Context: an optimization exercise on an open-source flow, tuned for small area, a short achievable clock period and few clock cycles. The choices shown serve that exercise and are no tape-out recipe. Only simulation tests tie the RTL to the original design; equivalence was not proved. Power is estimated from default activity; no workload was simulated.

## config.mk

```make
export PLATFORM = sky130hd
export DESIGN_NAME = TopLevel
export DESIGN_NICKNAME = TopLevel
export VERILOG_FILES = /design/flow/design.v
export SDC_FILE = /design/flow/constraint.sdc
export NUM_CORES = 4
export LEC_CHECK = 0
export CAP_MARGIN = 5
export CORE_MARGIN = 2
export CORE_UTILIZATION = 52
export SLEW_MARGIN = 5
export SYNTH_HIERARCHICAL = 1
```

## constraint.sdc

```tcl
create_clock -name core_clock -period 130.0 [get_ports {clk}]
set_input_delay 26.0000 -clock core_clock [delete_from_list [all_inputs] [get_ports {clk}]]
set_output_delay 26.0000 -clock core_clock [all_outputs]
set_load 0.01 [all_outputs]
```

## flow/run.sh

```bash
#!/bin/bash
set -euo pipefail
bash standard.sh \
  BUFFER_PORTS_ARGS="-buffer_cell sky130_fd_sc_hd__buf_4" \
  CTS_ARGS="-sink_clustering_enable -repair_clock_nets -dont_use_dummy_load -sink_clustering_size 24 -sink_clustering_max_diameter 80" \
  SETUP_SLACK_MARGIN=102.3 \
  finish > flow.log 2>&1
```

## design.v

```verilog
module aoi222 (
    input  logic a1, b1, a2, b2, a3, b3,
    output logic y
);
    assign y = ~((a1 & b1) | (a2 & b2) | (a3 & b3));
endmodule
module rdport (
    input  logic [31:1]       sel,      
    input  logic [31:1][31:0] r,
    output logic [31:0]       q
);
    for (genvar n = 0; n < 32; n++) begin : g_bit
        logic [10:0] t;
        for (genvar k = 0; k < 10; k++) begin : g_aoi
            aoi222 u (.a1(sel[3*k+1]), .b1(r[3*k+1][n]),
                      .a2(sel[3*k+2]), .b2(r[3*k+2][n]),
                      .a3(sel[3*k+3]), .b3(r[3*k+3][n]), .y(t[k]));
        end
        assign t[10] = ~(sel[31] & r[31][n]);
        assign q[n]  = ~&t;
    end
endmodule
module Register_file (
    input  logic        clk,
    input  logic        we,
    input  logic [4:0]  waddr,
    input  logic [31:0] wdata,
    input  logic [4:0]  raddr1,
    input  logic [4:0]  raddr2,
    output logic [31:0] rdata1,
    output logic [31:0] rdata2
);
    logic [31:1][31:0] regs;
    always_ff @(posedge clk)
        for (int i = 1; i < 32; i++)
            if (we && waddr == i) regs[i] <= wdata;
    logic [31:1] s1, s2;
    always_comb
        for (int i = 1; i < 32; i++) begin
            s1[i] = (raddr1 == i);
            s2[i] = (raddr2 == i);
        end
    rdport p1 (.sel(s1), .r(regs), .q(rdata1));
    rdport p2 (.sel(s2), .r(regs), .q(rdata2));
endmodule
module add_rc #(parameter int W = 32) (
    input  logic [W-1:0] a,
    input  logic [W-1:0] b,
    input  logic         ci,
    output logic [W-1:0] s,
    output logic         co
);
    logic [W:0] c;
    always_comb begin
        c[0] = ci;
        for (int i = 0; i < W; i++) begin
            s[i]   = a[i] ^ b[i] ^ c[i];
            c[i+1] = (a[i] & b[i]) | (a[i] & c[i]) | (b[i] & c[i]);
        end
        co = c[W];
    end
endmodule
module add_bk #(parameter int W = 32) (
    input  logic [W-1:0] a,
    input  logic [W-1:0] b,
    input  logic         ci,
    output logic [W-1:0] s,
    output logic         co
);
    localparam int LG = (W > 32) ? 6 : (W > 16) ? 5 : (W > 8) ? 4 : (W > 4) ? 3 : 2;    
    logic [W-1:0] g, p, gg, pp;
    always_comb begin
        g  = a & b;
        p  = a ^ b;
        gg = g;
        pp = p;
        gg[0] = g[0] | (p[0] & ci);
        for (int l = 1; (1 << l) <= W; l++)
            for (int j = (1 << l) - 1; j < W; j += (1 << l)) begin
                gg[j] = gg[j] | (pp[j] & gg[j - (1 << (l - 1))]);
                pp[j] = pp[j] & pp[j - (1 << (l - 1))];
            end
        for (int l = LG - 1; l >= 1; l--)
            for (int j = 3 * (1 << (l - 1)) - 1; j < W; j += (1 << l)) begin
                gg[j] = gg[j] | (pp[j] & gg[j - (1 << (l - 1))]);
                pp[j] = pp[j] & pp[j - (1 << (l - 1))];
            end
        s  = p ^ {gg[W-2:0], ci};
        co = gg[W-1];
    end
endmodule
module inc_rc #(parameter int W = 32) (
    input  logic [W-1:0] a,
    input  logic         ci,
    output logic [W-1:0] s
);
    logic [W:0] c;
    always_comb begin
        c[0] = ci;
        for (int i = 0; i < W; i++) begin
            s[i]   = a[i] ^ c[i];
            c[i+1] = a[i] & c[i];
        end
    end
endmodule
module mdu (
    input  logic        clk,
    input  logic        rst,
    input  logic        start,       
    input  logic [2:0]  f3,
    input  logic [31:0] a,
    input  logic [31:0] b,
    output logic        quick,       
    output logic        busy,        
    output logic        wb,          
    output logic [31:0] result,
    output logic        sh_req,      
    output logic [31:0] sh_val,
    output logic [4:0]  sh_amt,
    input  logic [31:0] sh_res
);
    logic [3:0]  cnt;    
    logic [2:0]  fr;     
    logic [32:0] H;      
    logic [31:0] L;      
    logic [31:0] D;      
    logic        rneg, qneg;
    wire sa = (fr[1:0] == 2'b01) | (fr[1:0] == 2'b10);    
    wire sb = (fr[1:0] == 2'b01);                         
    wire        m4 = (cnt == 4'd0) & sb & L[3];
    wire        an = sa & D[31];                          
    logic [5:0] mneg;
    inc_rc #(6) u_mneg (.a(~{m4, m4, L[3:0]} & {6{an}}), .ci(an), .s(mneg));
    localparam int TW = 38;
    logic [TW-1:0] rows [0:6];
    always_comb begin
        rows[0] = {{5{H[32]}}, H};
        for (int i = 0; i < 4; i++)
            rows[i+1] = {{TW-32{1'b0}}, D & {32{L[i]}}} << i;
        rows[5] = {{2{m4}}, ~D & {32{m4}}, 4'd0};
        rows[6] = {mneg, 32'd0} | ({{TW-1{1'b0}}, m4} << 4);    
    end
    logic [TW-1:0] cs_s, cs_c;
    always_comb begin
        cs_s = rows[0];
        cs_c = rows[1];
        for (int r = 2; r <= 6; r++) begin
            logic [TW-1:0] ns, nc;
            ns = cs_s ^ cs_c ^ rows[r];
            nc = ((cs_s & cs_c) | (cs_s & rows[r]) | (cs_c & rows[r])) << 1;
            cs_s = ns;
            cs_c = nc;
        end
    end
    logic [TW-1:0] t;
    logic          t_co;
    add_rc #(TW) u_mcpa (.a(cs_s), .b(cs_c), .ci(1'b0), .s(t), .co(t_co));
    wire sgn   = ~f3[0];
    wire a_neg = sgn & a[31];
    wire b_neg = sgn & b[31];
    logic [31:0] ua, ud;
    inc_rc #(32) u_nega (.a(a ^ {32{a_neg}}), .ci(a_neg), .s(ua));
    inc_rc #(32) u_negb (.a(b ^ {32{b_neg}}), .ci(b_neg), .s(ud));
    wire b_zero = (b == 32'd0);
    function automatic [5:0] bitlen(input [31:0] x);
        bitlen = 6'd0;
        for (int i = 0; i < 32; i++) if (x[i]) bitlen = 6'(i + 1);
    endfunction
    wire [5:0] la = bitlen(ua);
    wire [5:0] ld = bitlen(ud);
    wire       a_short = (la < ld);           
    wire [5:0] n = la - ld;                   
    assign sh_req = f3[2];
    assign sh_val = ud;
    assign sh_amt = {n[4:1], 1'b0};
    logic [32:0] dA;
    logic        geA;
    add_bk #(33) u_subA (.a({1'b0, H[31:0]}), .b(~{D, 1'b0}), .ci(1'b1), .s(dA), .co(geA));
    wire  [31:0] rA = geA ? dA[31:0] : H[31:0];
    logic [31:0] dB;
    logic        geB;
    add_bk #(32) u_subB (.a(rA), .b(~D), .ci(1'b1), .s(dB), .co(geB));
    wire  [31:0] rB = geB ? dB : rA;
    wire  [31:0] qB = {L[29:0], geA, geB};
    wire [31:0] dx   = fr[1] ? rB : qB;
    wire        dneg = fr[1] ? rneg : qneg;
    logic [31:0] dres;
    inc_rc #(32) u_negr (.a(dx ^ {32{dneg}}), .ci(dneg), .s(dres));
    assign quick = f3[2] ? (b_zero | a_short) : ((a == 32'd0) | (b == 32'd0));
    assign wb    = busy & (cnt == 4'd0);
    always_comb begin
        if (!busy) result = (f3[2] & f3[1]) ? a : {32{f3[2] & b_zero}};
        else if (fr[2]) result = dres;
        else result = (fr[1:0] == 2'b00) ? {t[3:0], L[31:4]} : t[35:4];
    end
    always_ff @(posedge clk) begin
        if (rst)
            busy <= 1'b0;
        else if (busy) begin
            if (wb) busy <= 1'b0;
        end else if (start & ~quick)
            busy <= 1'b1;
        if (!busy) begin
            fr   <= f3;
            rneg <= a_neg;
            qneg <= sgn & (a[31] ^ b[31]);
            if (f3[2]) begin
                cnt <= {1'b0, n[4:1]};
                H   <= {1'b0, ua};
                L   <= 32'd0;
                D   <= sh_res;
            end else begin
                cnt <= 4'd7;
                H   <= 33'd0;
                L   <= b;
                D   <= a;
            end
        end else begin
            cnt <= cnt - 4'd1;
            if (fr[2]) begin
                H <= {1'b0, rB};
                L <= qB;
                D <= D >> 2;
            end else begin
                H <= t[36:4];
                L <= {t[3:0], L[31:4]};
            end
        end
    end
endmodule
module TopLevel (
    input  logic        clk,
    input  logic        rst,
    output logic [31:0] imem_addr,
    input  logic [31:0] imem_rdata,
    output logic        dmem_we,
    output logic [3:0]  dmem_mask,
    output logic [31:0] dmem_addr,
    output logic [31:0] dmem_wdata,
    input  logic [31:0] dmem_rdata
);
    logic [31:2] pc_f;           
    logic [31:2] pc_x;           
    logic        pred_x;         
    logic [31:2] ir;             
    logic        v_x;            
    logic [31:0] res_m;          
    logic [31:0] sd_m;           
    logic [3:0]  mask_m;
    logic        we_m;           
    logic        wen_m;          
    logic        ld_m;           
    logic [4:0]  rd_m;
    logic [9:0]  lsel_m;         
    assign imem_addr  = {pc_f, 2'b00};
    assign dmem_we    = we_m;
    assign dmem_mask  = mask_m;
    assign dmem_addr  = res_m;
    assign dmem_wdata = sd_m;
    wire [4:0] opc      = ir[6:2];
    wire       op_lui   = (opc == 5'b01101);
    wire       op_auipc = (opc == 5'b00101);
    wire       op_jal   = (opc == 5'b11011);
    wire       op_jalr  = (opc == 5'b11001);
    wire       op_br    = (opc == 5'b11000);
    wire       op_load  = (opc == 5'b00000);
    wire       op_store = (opc == 5'b01000);
    wire       op_imm   = (opc == 5'b00100);
    wire       op_reg   = (opc == 5'b01100);
    wire [2:0] f3       = ir[14:12];
    wire [4:0] rd       = ir[11:7];
    wire [4:0] rs1      = ir[19:15];
    wire [4:0] rs2      = ir[24:20];
    wire       is_mdu   = op_reg & ir[25];
    wire       writes   = (op_lui | op_auipc | op_jal | op_jalr | op_load | op_imm | op_reg) & (rd != 5'd0);
    wire       uses1    = ~(op_lui | op_auipc | op_jal);
    wire       uses2    = op_reg | op_store | op_br;
    wire [31:0] imm_i = {{20{ir[31]}}, ir[31:20]};
    wire [31:0] imm_s = {{20{ir[31]}}, ir[31:25], ir[11:7]};
    wire [31:0] imm_u = {ir[31:12], 12'b0};
    wire [31:2] imm_b = {{19{ir[31]}}, ir[31], ir[7], ir[30:25], ir[11:9]};
    wire [31:2] imm_j = {{11{ir[31]}}, ir[31], ir[19:12], ir[20], ir[30:22]};
    logic [31:0] rf1, rf2, wb;
    Register_file regfile (
        .clk(clk), .we(wen_m), .waddr(rd_m), .wdata(wb),
        .raddr1(rs1), .raddr2(rs2), .rdata1(rf1), .rdata2(rf2));
    wire fwd1 = wen_m & (rd_m == rs1);
    wire fwd2 = wen_m & (rd_m == rs2);
    wire [31:0] rs1v = fwd1 ? res_m : rf1;
    wire [31:0] rs2v = fwd2 ? res_m : rf2;
    wire load_use = ld_m & ((uses1 & (rd_m == rs1)) | (uses2 & (rd_m == rs2)));
    wire [31:0] a_op = op_auipc ? {pc_x, 2'b00} : (op_lui ? 32'd0 : rs1v);
    wire [31:0] b_op = (op_reg | op_br) ? rs2v : (op_store ? imm_s : ((op_lui | op_auipc) ? imm_u : imm_i));
    wire        sub  = op_br | (op_reg & ((f3 == 3'b000 & ir[30]) | f3 == 3'b010 | f3 == 3'b011))
                             | (op_imm & (f3 == 3'b010 | f3 == 3'b011));
    logic [32:0] sum;
    add_rc #(32) u_alu_add (.a(a_op), .b(b_op ^ {32{sub}}), .ci(sub), .s(sum[31:0]), .co(sum[32]));
    wire        eq   = (sum[31:0] == 32'd0);
    wire        ltu  = ~sum[32];
    wire        lt   = (a_op[31] ^ b_op[31]) ? a_op[31] : sum[31];
    logic        md_shreq;
    logic [31:0] md_shval;
    logic [4:0]  md_shamt;
    wire        md_sh   = is_mdu & md_shreq;
    wire        sh_left = md_sh | ~f3[2];
    wire [31:0] sh_src  = md_sh ? md_shval : a_op;
    wire [4:0]  sh_amt  = md_sh ? md_shamt : b_op[4:0];
    logic [31:0] a_rev, sh_in, sh_r, sh_out;
    always_comb for (int i = 0; i < 32; i++) a_rev[i] = sh_src[31 - i];
    assign sh_in = sh_left ? a_rev : sh_src;
    wire        sh_fill = ir[30] & sh_src[31] & ~sh_left;
    assign sh_r = 32'($signed({sh_fill, sh_in}) >>> sh_amt);
    always_comb for (int i = 0; i < 32; i++) sh_out[i] = sh_left ? sh_r[31 - i] : sh_r[i];
    logic [31:0] alu;
    always_comb begin
        case (f3)
            3'b000:  alu = sum[31:0];
            3'b010:  alu = {31'd0, lt};
            3'b011:  alu = {31'd0, ltu};
            3'b100:  alu = a_op ^ b_op;
            3'b110:  alu = a_op | b_op;
            3'b111:  alu = a_op & b_op;
            default: alu = sh_out;
        endcase
    end
    logic        md_quick, md_busy, md_wb;
    logic [31:0] md_res;
    logic [4:0]  md_rd;          
    wire md_start = is_mdu & ~md_busy & ~load_use & (rd != 5'd0);
    mdu muldiv (
        .clk(clk), .rst(rst), .start(v_x & md_start), .f3(f3),
        .a(rs1v), .b(rs2v), .quick(md_quick), .busy(md_busy), .wb(md_wb), .result(md_res),
        .sh_req(md_shreq), .sh_val(md_shval), .sh_amt(md_shamt), .sh_res(sh_out));
    always_ff @(posedge clk)
        if (!md_busy) md_rd <= rd;
    wire md_hold = md_busy & (is_mdu | (uses1 & (rs1 == md_rd)) | (uses2 & (rs2 == md_rd))
                              | (writes & (rd == md_rd)));
    wire md_away = is_mdu & ~md_quick;
    wire        cond  = (f3[2] ? (f3[1] ? ltu : lt) : eq) ^ f3[0];
    wire        redir = op_jalr | (op_jal & ~pred_x) | (op_br & (cond ^ pred_x));
    logic [31:2] pc_t, pc_n;
    logic        pc_t_co;
    add_rc #(30) u_pc_add (.a(pc_x), .b(pred_x ? 30'd1 : (op_br ? imm_b : imm_j)), .ci(1'b0),
                           .s(pc_t), .co(pc_t_co));
    inc_rc #(30) u_pc_inc (.a(pc_f), .ci(1'b1), .s(pc_n));
    wire [31:2] tgt   = op_jalr ? sum[31:2] : pc_t;
    wire [31:2] link  = pred_x ? pc_t : pc_f;
    logic        predict;
    logic [10:2] pt_lo;
    wire x_alu = go & writes & (op_imm | (op_reg & ~is_mdu) | op_lui | op_auipc);
    fetch_predict u_fpred (.fi(imem_rdata), .pc_lo(pc_f[10:2]), .x_alu(x_alu), .x_rd(rd),
                           .x_zero(xres == 32'd0), .x_neg(xres[31]), .predict(predict), .pt_lo(pt_lo));
    logic [31:0] xres;
    always_comb begin
        if (op_jal | op_jalr)          xres = {link, 2'b00};
        else if (is_mdu)               xres = md_res;
        else if (op_reg | op_imm)      xres = alu;
        else                           xres = sum[31:0];
    end
    wire        l_b = (f3[1:0] == 2'b00), l_h = (f3[1:0] == 2'b01), l_w = f3[1];
    wire [1:0]  la  = sum[1:0];
    wire [9:0]  lsel = {
        l_b & ~f3[2],                                
        l_h & ~f3[2],                                
        l_w,                                         
        l_h & la[1],                                 
        (l_h & ~la[1]) | l_w,                        
        ~l_w & (la == 2'd3),                         
        ~l_w & (la == 2'd2),                         
        ~l_w & (la == 2'd1),                         
        l_w | (la == 2'd0),                          
        1'b0};                                       
    logic [31:0] sd;
    logic [3:0]  mask;
    always_comb begin
        if (f3[1]) begin
            sd = rs2v; mask = 4'b1111;
        end else if (f3[0]) begin
            sd = {2{rs2v[15:0]}}; mask = sum[1] ? 4'b1100 : 4'b0011;
        end else begin
            sd = {4{rs2v[7:0]}}; mask = 4'b0001 << sum[1:0];
        end
    end
    wire stall = v_x & (load_use | md_hold | (md_wb & (writes | op_store)));
    wire go    = v_x & ~stall;
    wire md_wr = md_wb;
    logic [31:2] pc_alt, pc_d;
    always_comb begin
        if (rst)             pc_alt = 30'd0;
        else if (stall)      pc_alt = pc_f;
        else if (go & redir) pc_alt = tgt;
        else                 pc_alt = pc_n;
    end
    wire pred_ok = ~rst & ~stall & ~(go & redir) & ~(&pc_f[10:2]);
    pc_select u_pcsel (.sel(predict & pred_ok), .a(pt_lo), .b(pc_alt[10:2]), .y(pc_d[10:2]));
    assign pc_d[31:11] = pc_alt[31:11];
    always_ff @(posedge clk) begin
        pc_f <= pc_d;
        if (rst)         v_x <= 1'b0;
        else if (!stall) v_x <= ~(go & redir);
    end
    always_ff @(posedge clk)
        if (!stall) begin
            ir   <= imem_rdata[31:2];
            pc_x   <= pc_f;
            pred_x <= predict & pred_ok;
        end
    always_ff @(posedge clk) begin
        if (rst) begin
            we_m  <= 1'b0;
            wen_m <= 1'b0;
            ld_m  <= 1'b0;
        end else begin
            we_m  <= go & op_store;
            wen_m <= md_wr | (go & writes & ~md_away);
            ld_m  <= go & op_load & writes;
        end
        res_m  <= md_wr ? md_res : xres;
        sd_m   <= sd;
        mask_m <= mask;
        rd_m   <= md_wr ? md_rd : rd;
        lsel_m <= (go & op_load & writes & ~md_wr) ? lsel : 10'b00_0000_0001;
    end
    ld_wb u_ldwb (.sel(lsel_m), .d(dmem_rdata), .r(res_m), .wb(wb));
endmodule
module fetch_predict (
    input  logic [31:0] fi,
    input  logic [10:2] pc_lo,
    input  logic        x_alu,       
    input  logic [4:0]  x_rd,
    input  logic        x_zero,      
    input  logic        x_neg,       
    output logic        predict,
    output logic [10:2] pt_lo
);
    wire        f_br  = (fi[6:2] == 5'b11000) & (fi[7] == fi[31]);
    wire        s1 = x_alu & (fi[19:15] == x_rd) & (fi[24:20] == 5'd0);
    wire        s2 = x_alu & (fi[24:20] == x_rd) & (fi[19:15] == 5'd0);
    logic       lt, taken;
    always_comb begin
        if (s1) lt = fi[13] ? 1'b0 : x_neg;
        else    lt = fi[13] ? ~x_zero : (~x_neg & ~x_zero);
        taken = (fi[14] ? lt : x_zero) ^ fi[12];
    end
    wire        known = s1 | s2;
    logic       c, c_unused;
    add_bk #(9) u_add (.a(pc_lo), .b({fi[30:25], fi[11:9]}), .ci(1'b0), .s(pt_lo), .co(c_unused));
    carry9 u_c (.a(pc_lo), .b({fi[30:25], fi[11:9]}), .c(c));
    assign predict = f_br & (known ? taken : fi[31]) & (c == fi[31]);
endmodule
module carry9 (
    input  logic [8:0] a,
    input  logic [8:0] b,
    output logic       c
);
    wire [8:0] g = a & b;
    wire [8:0] p = a | b;
    logic [2:0] gg, pp;
    always_comb
        for (int k = 0; k < 3; k++) begin
            gg[k] = g[3*k+2] | (p[3*k+2] & g[3*k+1]) | (p[3*k+2] & p[3*k+1] & g[3*k]);
            pp[k] = p[3*k+2] & p[3*k+1] & p[3*k];
        end
    assign c = gg[2] | (pp[2] & gg[1]) | (pp[2] & pp[1] & gg[0]);
endmodule
module pc_select (
    input  logic        sel,
    input  logic [10:2] a,
    input  logic [10:2] b,
    output logic [10:2] y
);
    assign y = sel ? a : b;
endmodule
module ld_wb (
    input  logic [9:0]  sel,
    input  logic [31:0] d,
    input  logic [31:0] r,
    output logic [31:0] wb
);
    wire sign_b = (sel[1] & d[7]) | (sel[2] & d[15]) | (sel[3] & d[23]) | (sel[4] & d[31]);
    wire sign_h = (sel[5] & d[15]) | (sel[6] & d[31]);
    wire ext_b  = sel[9] & sign_b;
    wire ext_h  = sel[8] & sign_h;
    assign wb[7:0]   = ({8{sel[1]}} & d[7:0]) | ({8{sel[2]}} & d[15:8]) | ({8{sel[3]}} & d[23:16])
                     | ({8{sel[4]}} & d[31:24]) | ({8{sel[0]}} & r[7:0]);
    assign wb[15:8]  = ({8{sel[5]}} & d[15:8]) | ({8{sel[6]}} & d[31:24]) | {8{ext_b}}
                     | ({8{sel[0]}} & r[15:8]);
    assign wb[31:16] = ({16{sel[7]}} & d[31:16]) | {16{ext_h | ext_b}} | ({16{sel[0]}} & r[31:16]);
endmodule
```

## standard.sh

```bash
#!/bin/bash
# synth_recipe.tcl (not shown) runs the flow's synth.tcl, then flattens the netlist and writes it again
# the make line also repeats each setting of config.mk as NAME=value (left out here)
make -C /OpenROAD-flow-scripts/flow DESIGN_CONFIG=/design/flow/config.mk WORK_HOME=/design/flow/orfs CLKGATE_MAP_FILE= SYNTH_SCRIPT=/design/flow/synth_recipe.tcl "${@:-finish}"
```

==> results of run 1 <==
==> through the flow <==
| stage | power (µW) | setup WS, ns | hold WS [ns] |
|---|---|---|---|
| floorplan | 864 | 102.05 | 0.458 |
| global placement | 1090 | 101.11 | 0.495 |
| detailed placement | 1100 | 101.01 | 0.494 |
| CTS | 1340 | 102.08 | 0.517 |
| global route | 1410 | 101.94 | 0.527 |
| finish | 1370 | 101.92 | 0.514 |
==> worst max-delay path by stage <==
| stage | endpoint | slack [ns] | cells after the start |
|---|---|---|---|
| final | regfile.regs[504] | 101.92 | 4 |
| after global routing | regfile.regs[338] | 101.94 | 4 |
| after CTS | regfile.regs[504] | 102.08 | 4 |
| after detailed placement | pc_f[3] | 101.01 | 10 |
| after global placement | pc_f[2] | 101.11 | 10 |
| after floorplan | pc_f[10] | 102.05 | 10 |
==> what timing repair did <==
action / CTS / global route
endpoints found under the setup margin: 269 / 353
pin swaps: 1 / 1
buffers inserted: 2 / 0
resized for setup: 16 / 4
==> flip-flops by register name, summed over array words and instances (netlist names), 3 cells and up <==
name,flops
ir,30
lsel_m,10
mask_m,4
md_rd,5
muldiv.D,32
muldiv.H,33
muldiv.L,32
muldiv.cnt,4
muldiv.fr,3
pc_f,30
pc_x,30
rd_m,5
regfile.regs,992
res_m,32
sd_m,32
==> area by class of cell <==
cell class / instances / area [µm²] / share of cell area
antenna: 26 / 65.1 / 0.000759
inverter: 377 / 1420 / 0.0165
tap: 2016 / 2520 / 0.0294
multi-input combinational: 4766 / 39600 / 0.462
timing repair buffer: 470 / 3560 / 0.0415
sequential: 1282 / 36600 / 0.428
clock buffer: 77 / 1930 / 0.0225
==> where the power goes <==
part | internal [µW] | switching [µW] | leakage [µW] | total [µW]
sequential | 510 | 33.0 | 0.0116 | 543
clock | 105 | 135 | 0.000949 | 240
combinational | 193 | 390 | 0.0192 | 583
==> metal layers <==
layer	track usage	vias up	part of all wire
met5	0.0105	-	0.00086
met4	0.382	26	0.10
met3	0.161	1488	0.14
met2	0.694	5904	0.42
met1	0.579	34000	0.34
li1	-	27400	-
==> results.cfg, run 1 <==
[status]
status = failed layout checks
so.violations = max-capacitance violations, max-slew violations

[power_and_ir_drop]
pwr_density_cell_nw_per_um2 = 15.9
leakage_uw = 0.0318
ir_worst_vdd_uv = 14.2

[setup_path]
slowest_stage = nand3_1
critPathLaunchType = input port
rrSetupSlack_ns = 107.83
r2r-start = ir[20]
crit_path_cell_trace = buf_4 > a22o_4 > o21ai_4 > nand3_1
endpoint_kind = flop
critPathKind = input port to flop
critPathTopFamily = simple AND/OR/NAND/NOR gates
max_stage_delay_ns = 1.13
r2r-end = pc_f[6]
worstRegToRegCells = 64
required_ns = 130.12
worstPathMaxFanout = 31
worstPathArrival_ns = 28.20
crit_start = dmem_rdata[31]
critical_path_buf_inv_count = 1

[synth]
synthesis.instances = 6748
ys_warn_count = 21
syn-cell-area_um2 = 78400
syn_avg_cell_area_um2 = 11.6

[timing]
max_freq_mhz = 35.6
rsz0062_at_grt = true
tightest_slew_ns = 1.58
period_minus_slack_ns = 28.08
setup_viol = 0
slew_violations = 3
fin_setup_tns_ns = 0
finalClockSkew_ns = 0.138
maxSlewHeadroom = -0.0554
finalCritPeriodShare = 0.216
hold_viol_final = 0

[die]
fp.dieH_um = 392
dieArea_um2 = 154000
num_rows = 142
die_w_um = 392
initial_utilization = 0.523
io_pins = 167
fp.coreArea_um2 = 150000

[clock_tree]
ctsHoldBuffers = 0
root_buffer = clkbuf_16
clock_path_buffers = 3
h-tree-depth = 3
cts_tree = yes
clock_latency_ns = 0.79
cts_buffers = 77
cts.clk_slew.worst_paths_ns = 0.10
cts.sinks = 1282

[routing]
wirelength_um = 376000
dr.first_iter.drc_count = 15300
viasPerCell = 7.63
firstDrtPassIters = 14
vias = 68800
drc = 0
ant_nets = 0
wl_per_cell_um = 41.7

[placed_design]
dp_hpwl_um = 265000
port-buffer-count = 162
place_inst = 8908
gp_congestion = 1.09
placed_cell_area_um2 = 83600

[hold_path]
whs_path_depth = 1
min_path_type = flop to flop
hold-path-endpoint = muldiv.cnt[0]
min_from = muldiv.cnt[0]

[final_layout]
drive_gt1_frac = 0.137
final_cell_mix = edfxtp_1, a222oi_1, nand2_1
final_util = 0.572
area_delta_synth_final_pct = 9.37
final_cells = 9014
fin_nets = 7591
fill_cells = 12600
postLayoutCellArea_um2 = 85700
final_common_cell = edfxtp_1

[flow_run]
maxCapViolations = 1

[global_routing]
antenna_found_initial = 37
grt_max_degree = 98
grt_pass1_wl_um = 509000
grt-ovfl-total = 0
grt_pass1_vias = 64000
grt_use_total = 0.478
Testbench counts, summed over its fixed seeds: cycles 49,025.
==> run 2, diff against run 1 <==
--- a/design.v
+++ b/design.v
@@ -253,3 +253,3 @@
     logic [4:0]  rd_m;
-    logic [9:0]  lsel_m;         
+    logic [13:0] lsel_m;         
     assign imem_addr  = {pc_f, 2'b00};
@@ -360,6 +360,8 @@
     wire        l_b = (f3[1:0] == 2'b00), l_h = (f3[1:0] == 2'b01), l_w = f3[1];
+    wire        l_s = ~f3[2];                        
     wire [1:0]  la  = sum[1:0];
-    wire [9:0]  lsel = {
-        l_b & ~f3[2],                                
-        l_h & ~f3[2],                                
+    wire [3:0]  lane = {la == 2'd3, la == 2'd2, la == 2'd1, la == 2'd0};
+    wire [13:0] lsel = {
+        l_s & l_b & lane[3],                         
+        l_s & l_b & lane[1],                         
         l_w,                                         
@@ -367,6 +369,10 @@
         (l_h & ~la[1]) | l_w,                        
-        ~l_w & (la == 2'd3),                         
-        ~l_w & (la == 2'd2),                         
-        ~l_w & (la == 2'd1),                         
-        l_w | (la == 2'd0),                          
+        l_s & ((l_b & lane[3]) | (l_h & la[1])),     
+        l_s & l_b & lane[2],                         
+        l_s & ((l_b & lane[1]) | (l_h & ~la[1])),    
+        l_s & l_b & lane[0],                         
+        ~l_w & lane[3],                              
+        ~l_w & lane[2],                              
+        ~l_w & lane[1],                              
+        l_w | lane[0],                               
         1'b0};                                       
@@ -421,3 +427,3 @@
         rd_m   <= md_wr ? md_rd : rd;
-        lsel_m <= (go & op_load & writes & ~md_wr) ? lsel : 10'b00_0000_0001;
+        lsel_m <= (go & op_load & writes & ~md_wr) ? lsel : 14'd1;
     end
@@ -474,3 +480,3 @@
 module ld_wb (
-    input  logic [9:0]  sel,
+    input  logic [13:0] sel,
     input  logic [31:0] d,
@@ -479,11 +485,9 @@
 );
-    wire sign_b = (sel[1] & d[7]) | (sel[2] & d[15]) | (sel[3] & d[23]) | (sel[4] & d[31]);
-    wire sign_h = (sel[5] & d[15]) | (sel[6] & d[31]);
-    wire ext_b  = sel[9] & sign_b;
-    wire ext_h  = sel[8] & sign_h;
+    wire ext_lo = (sel[5] & d[7]) | (sel[12] & d[15]) | (sel[7] & d[23]) | (sel[13] & d[31]);
+    wire ext_hi = (sel[5] & d[7]) | (sel[6] & d[15]) | (sel[7] & d[23]) | (sel[8] & d[31]);
     assign wb[7:0]   = ({8{sel[1]}} & d[7:0]) | ({8{sel[2]}} & d[15:8]) | ({8{sel[3]}} & d[23:16])
                      | ({8{sel[4]}} & d[31:24]) | ({8{sel[0]}} & r[7:0]);
-    assign wb[15:8]  = ({8{sel[5]}} & d[15:8]) | ({8{sel[6]}} & d[31:24]) | {8{ext_b}}
+    assign wb[15:8]  = ({8{sel[9]}} & d[15:8]) | ({8{sel[10]}} & d[31:24]) | {8{ext_lo}}
                      | ({8{sel[0]}} & r[15:8]);
-    assign wb[31:16] = ({16{sel[7]}} & d[31:16]) | {16{ext_h | ext_b}} | ({16{sel[0]}} & r[31:16]);
+    assign wb[31:16] = ({16{sel[11]}} & d[31:16]) | {16{ext_hi}} | ({16{sel[0]}} & r[31:16]);
 endmodule
==> flow/run.sh (replaced) <==
#!/bin/bash
set -euo pipefail
bash standard.sh \
  BUFFER_PORTS_ARGS="-buffer_cell sky130_fd_sc_hd__buf_4" \
  CTS_ARGS="-sink_clustering_enable -repair_clock_nets -dont_use_dummy_load -sink_clustering_size 28 -sink_clustering_max_diameter 95" \
  SETUP_SLACK_MARGIN=102.3 \
  finish > flow.log 2>&1
--- a/config.mk
+++ b/config.mk
@@ -7,6 +7,6 @@
 export LEC_CHECK = 0
-export CAP_MARGIN = 5
+export CAP_MARGIN = 20
 export CORE_MARGIN = 2
 export CORE_UTILIZATION = 52
-export SLEW_MARGIN = 5
+export SLEW_MARGIN = 20
 export SYNTH_HIERARCHICAL = 1
==> results.cfg, run 2 <==
[setup_path]
worstPathArrival_ns = 1.73
r2r-start = ir[21]
rrSetupSlack_ns = 107.69
critPathKind = flop to output pin
r2r-end = pc_f[4]
worstRegToRegCells = 56
max_stage_delay_ns = 0.75
critical_path_buf_inv_count = 1
crit_path_cell_trace = buf_4
required_ns = 104.00
critPathLaunchType = flop
slowest_stage = dfxtp_1
endpoint_kind = output pin
worstPathMaxFanout = 2
critPathTopFamily = flip-flops

[final_layout]
largestRegisters = regfile.regs (992), muldiv.H (33)
final_util = 0.570
area_delta_synth_final_pct = 8.80
fin_nets = 7639
regMostFlops = regfile.regs
final_common_cell = edfxtp_1
drive_gt1_frac = 0.134
largest_register_ffs = 992
final_cell_mix = edfxtp_1, a222oi_1, nand2_1

[routing]
dr.first_iter.drc_count = 15000
drc = 0
firstDrtPassIters = 17
vias = 69200
wirelength_um = 377000
viasPerCell = 7.62
wl_per_cell_um = 41.5
ant_nets = 0

[die]
io_pins = 167
initial_utilization = 0.524
die_w_um = 392
fp.dieH_um = 392
num_rows = 142
dieArea_um2 = 154000
fp.coreArea_um2 = 150000

[global_routing]
grt_max_degree = 74
grt-ovfl-total = 0
grt_pass1_wl_um = 510000
grt_pass1_vias = 63600
antenna_found_initial = 63
grt_use_total = 0.477

[power_and_ir_drop]
swShare = 0.419
p_comb_frac = 0.440
p_seq_frac = 0.401
ir_worst_vdd_uv = 17.9
pwr_density_cell_nw_per_um2 = 15.8
switchingPower_uw = 566
p_int_uw = 783
pwr-share-clk = 0.159
leakage_uw = 0.0317

[synth]
ys_warn_count = 21
synthesis.instances = 6825
syn_avg_cell_area_um2 = 11.5
syn-cell-area_um2 = 78400

[hold_path]
whs_path_depth = 1
min_from = muldiv.cnt[0]
hold-path-endpoint = muldiv.cnt[0]
min_path_type = flop to flop

[clock_tree]
ctsHoldBuffers = 0
cts_buffers = 61
root_buffer = clkbuf_16
clock_path_buffers = 3
h-tree-depth = 2
cts.sinks = 1286
cts_tree = yes
cts.clk_slew.worst_paths_ns = 0.06
clock_latency_ns = 0.83

[flow_run]
maxCapViolations = 0

[placed_design]
gp_congestion = 1.10
port-buffer-count = 162
dp_hpwl_um = 274000

[status]
status = finished clean

[timing]
setup_viol = 0
max_freq_mhz = 36.1
tightest_slew_ns = 1.31
fin_setup_tns_ns = 0
slew_violations = 0
hold_viol_final = 0
finalClockSkew_ns = 0.158
period_minus_slack_ns = 27.73
finalCritPeriodShare = 0.213
rsz0062_at_grt = true
maxSlewHeadroom = 0.116
## run 2: worst register-to-register path: cells and delay by family, from the launching register on
kind	cells	cell delay [ns]
DFF	1	0.85
and+or+nand+nor	8	4.08
xor gates and xnor gates	2	0.45
muxes	1	0.29
AOI/OAI and AO/OA	11	3.10
buffers and inverters	4	1.09
adders and majority gates	30	12.38
## run 2: layout make-up
cell class	instances	area [µm²]
flip-flops and latches	1286	36700
repair buffers	473	3550
multi-input cells	4824	39500
clock buffers	61	1530
inverters	376	1420
diodes	41	103
fillers	12700	64400
well taps	2016	2520
## run 2: stage by stage
| stage | power [µW] | cell area, µm² | setup slack, ns | cells | hold slack [ns] |
|---|---|---|---|---|---|
| 2_1_floorplan | 859 | 78500 | 102.13 | 6836 | 0.446 |
| 3_3_place_gp | 1100 | 83600 | 101.18 | 8972 | 0.477 |
| 3_5_place_dp | 1110 | 83600 | 101.14 | 8972 | 0.476 |
| 4_1_cts | 1320 | 85200 | 102.33 | 9033 | 0.481 |
| 5_1_grt | 1380 | 85200 | 102.26 | 9038 | 0.516 |
| 6_report | 1350 | 85300 | 102.27 | 9077 | 0.479 |
## run 2: metal layers
metal  track usage  vias up  routed length (µm)
li1              -    27600                   -
met1         0.595    34300              130000
met2         0.668     5957              153000
met3         0.218     1210               62700
met4         0.300       74               29700
met5        0.0185        -                 985
## run 2: worst max path at each step
stage                    from                end  slack (ns)  depth (start not counted)
3_3_place_gp   imem_rdata[11]            pc_f[3]      101.18                         10
3_5_place_dp    imem_rdata[9]            pc_f[4]      101.14                         10
6_report             res_m[6]       dmem_addr[6]      102.27                          1
5_1_grt        dmem_rdata[23]  regfile.regs[110]      102.26                          3
2_1_floorplan   imem_rdata[9]           pc_f[10]      102.13                         10
4_1_cts               pc_f[8]       imem_addr[8]      102.33                          1
## run 2: what timing repair did
action,4_1_cts,5_1_grt
pin swaps,0,2
resized for setup,14,4
setup buffers,0,1
setup endpoints to repair,34,43
gates cloned,0,1
## run 2: power by group through the flow
stage                     logic, µW  registers (µW)  clock network (µW)
final                           593             541                 214
after global routing            618             540                 226
after CTS                       565             538                 213
after detailed placement        560             547                   0
after global placement          553             547                   0
after floorplan                 325             534                   0
Testbench counts of run 2, summed over its fixed seeds: cycles 49,025.

==> port drivers added, routing unchanged <==
In the flow no input, the clock included, has a driving cell. The finished layouts below were timed again as built, in two steps.
Step 1 sets driving cells, clkbuf_16 on the clock port and buf_2 on the other inputs (assumed; they add their load-dependent delay and slew).
Step 2 also shifts input and output timing later by t, the mid clock arrival at the registers, as if the neighbouring blocks saw the same clock.
Three values: ideal, step 1, step 2; two values: the first two.
| run | shift t [ns] | setup slack, ns | latest minus earliest clock arrival (ns) | worst register clock-pin slew, ns |
|---|---|---|---|---|
| run 1 | 0.815 | 101.919 / 101.955 / 101.140 | 0.138 / 0.139 | 0.11 / 0.11 |
| run 2 | 0.840 | 102.273 / 102.180 / 101.525 | 0.158 / 0.158 | 0.12 / 0.12 |
For run 1, which loses most, drivers alone change the setup slack by +0.036 ns; drivers and shift together by -0.779 ns.
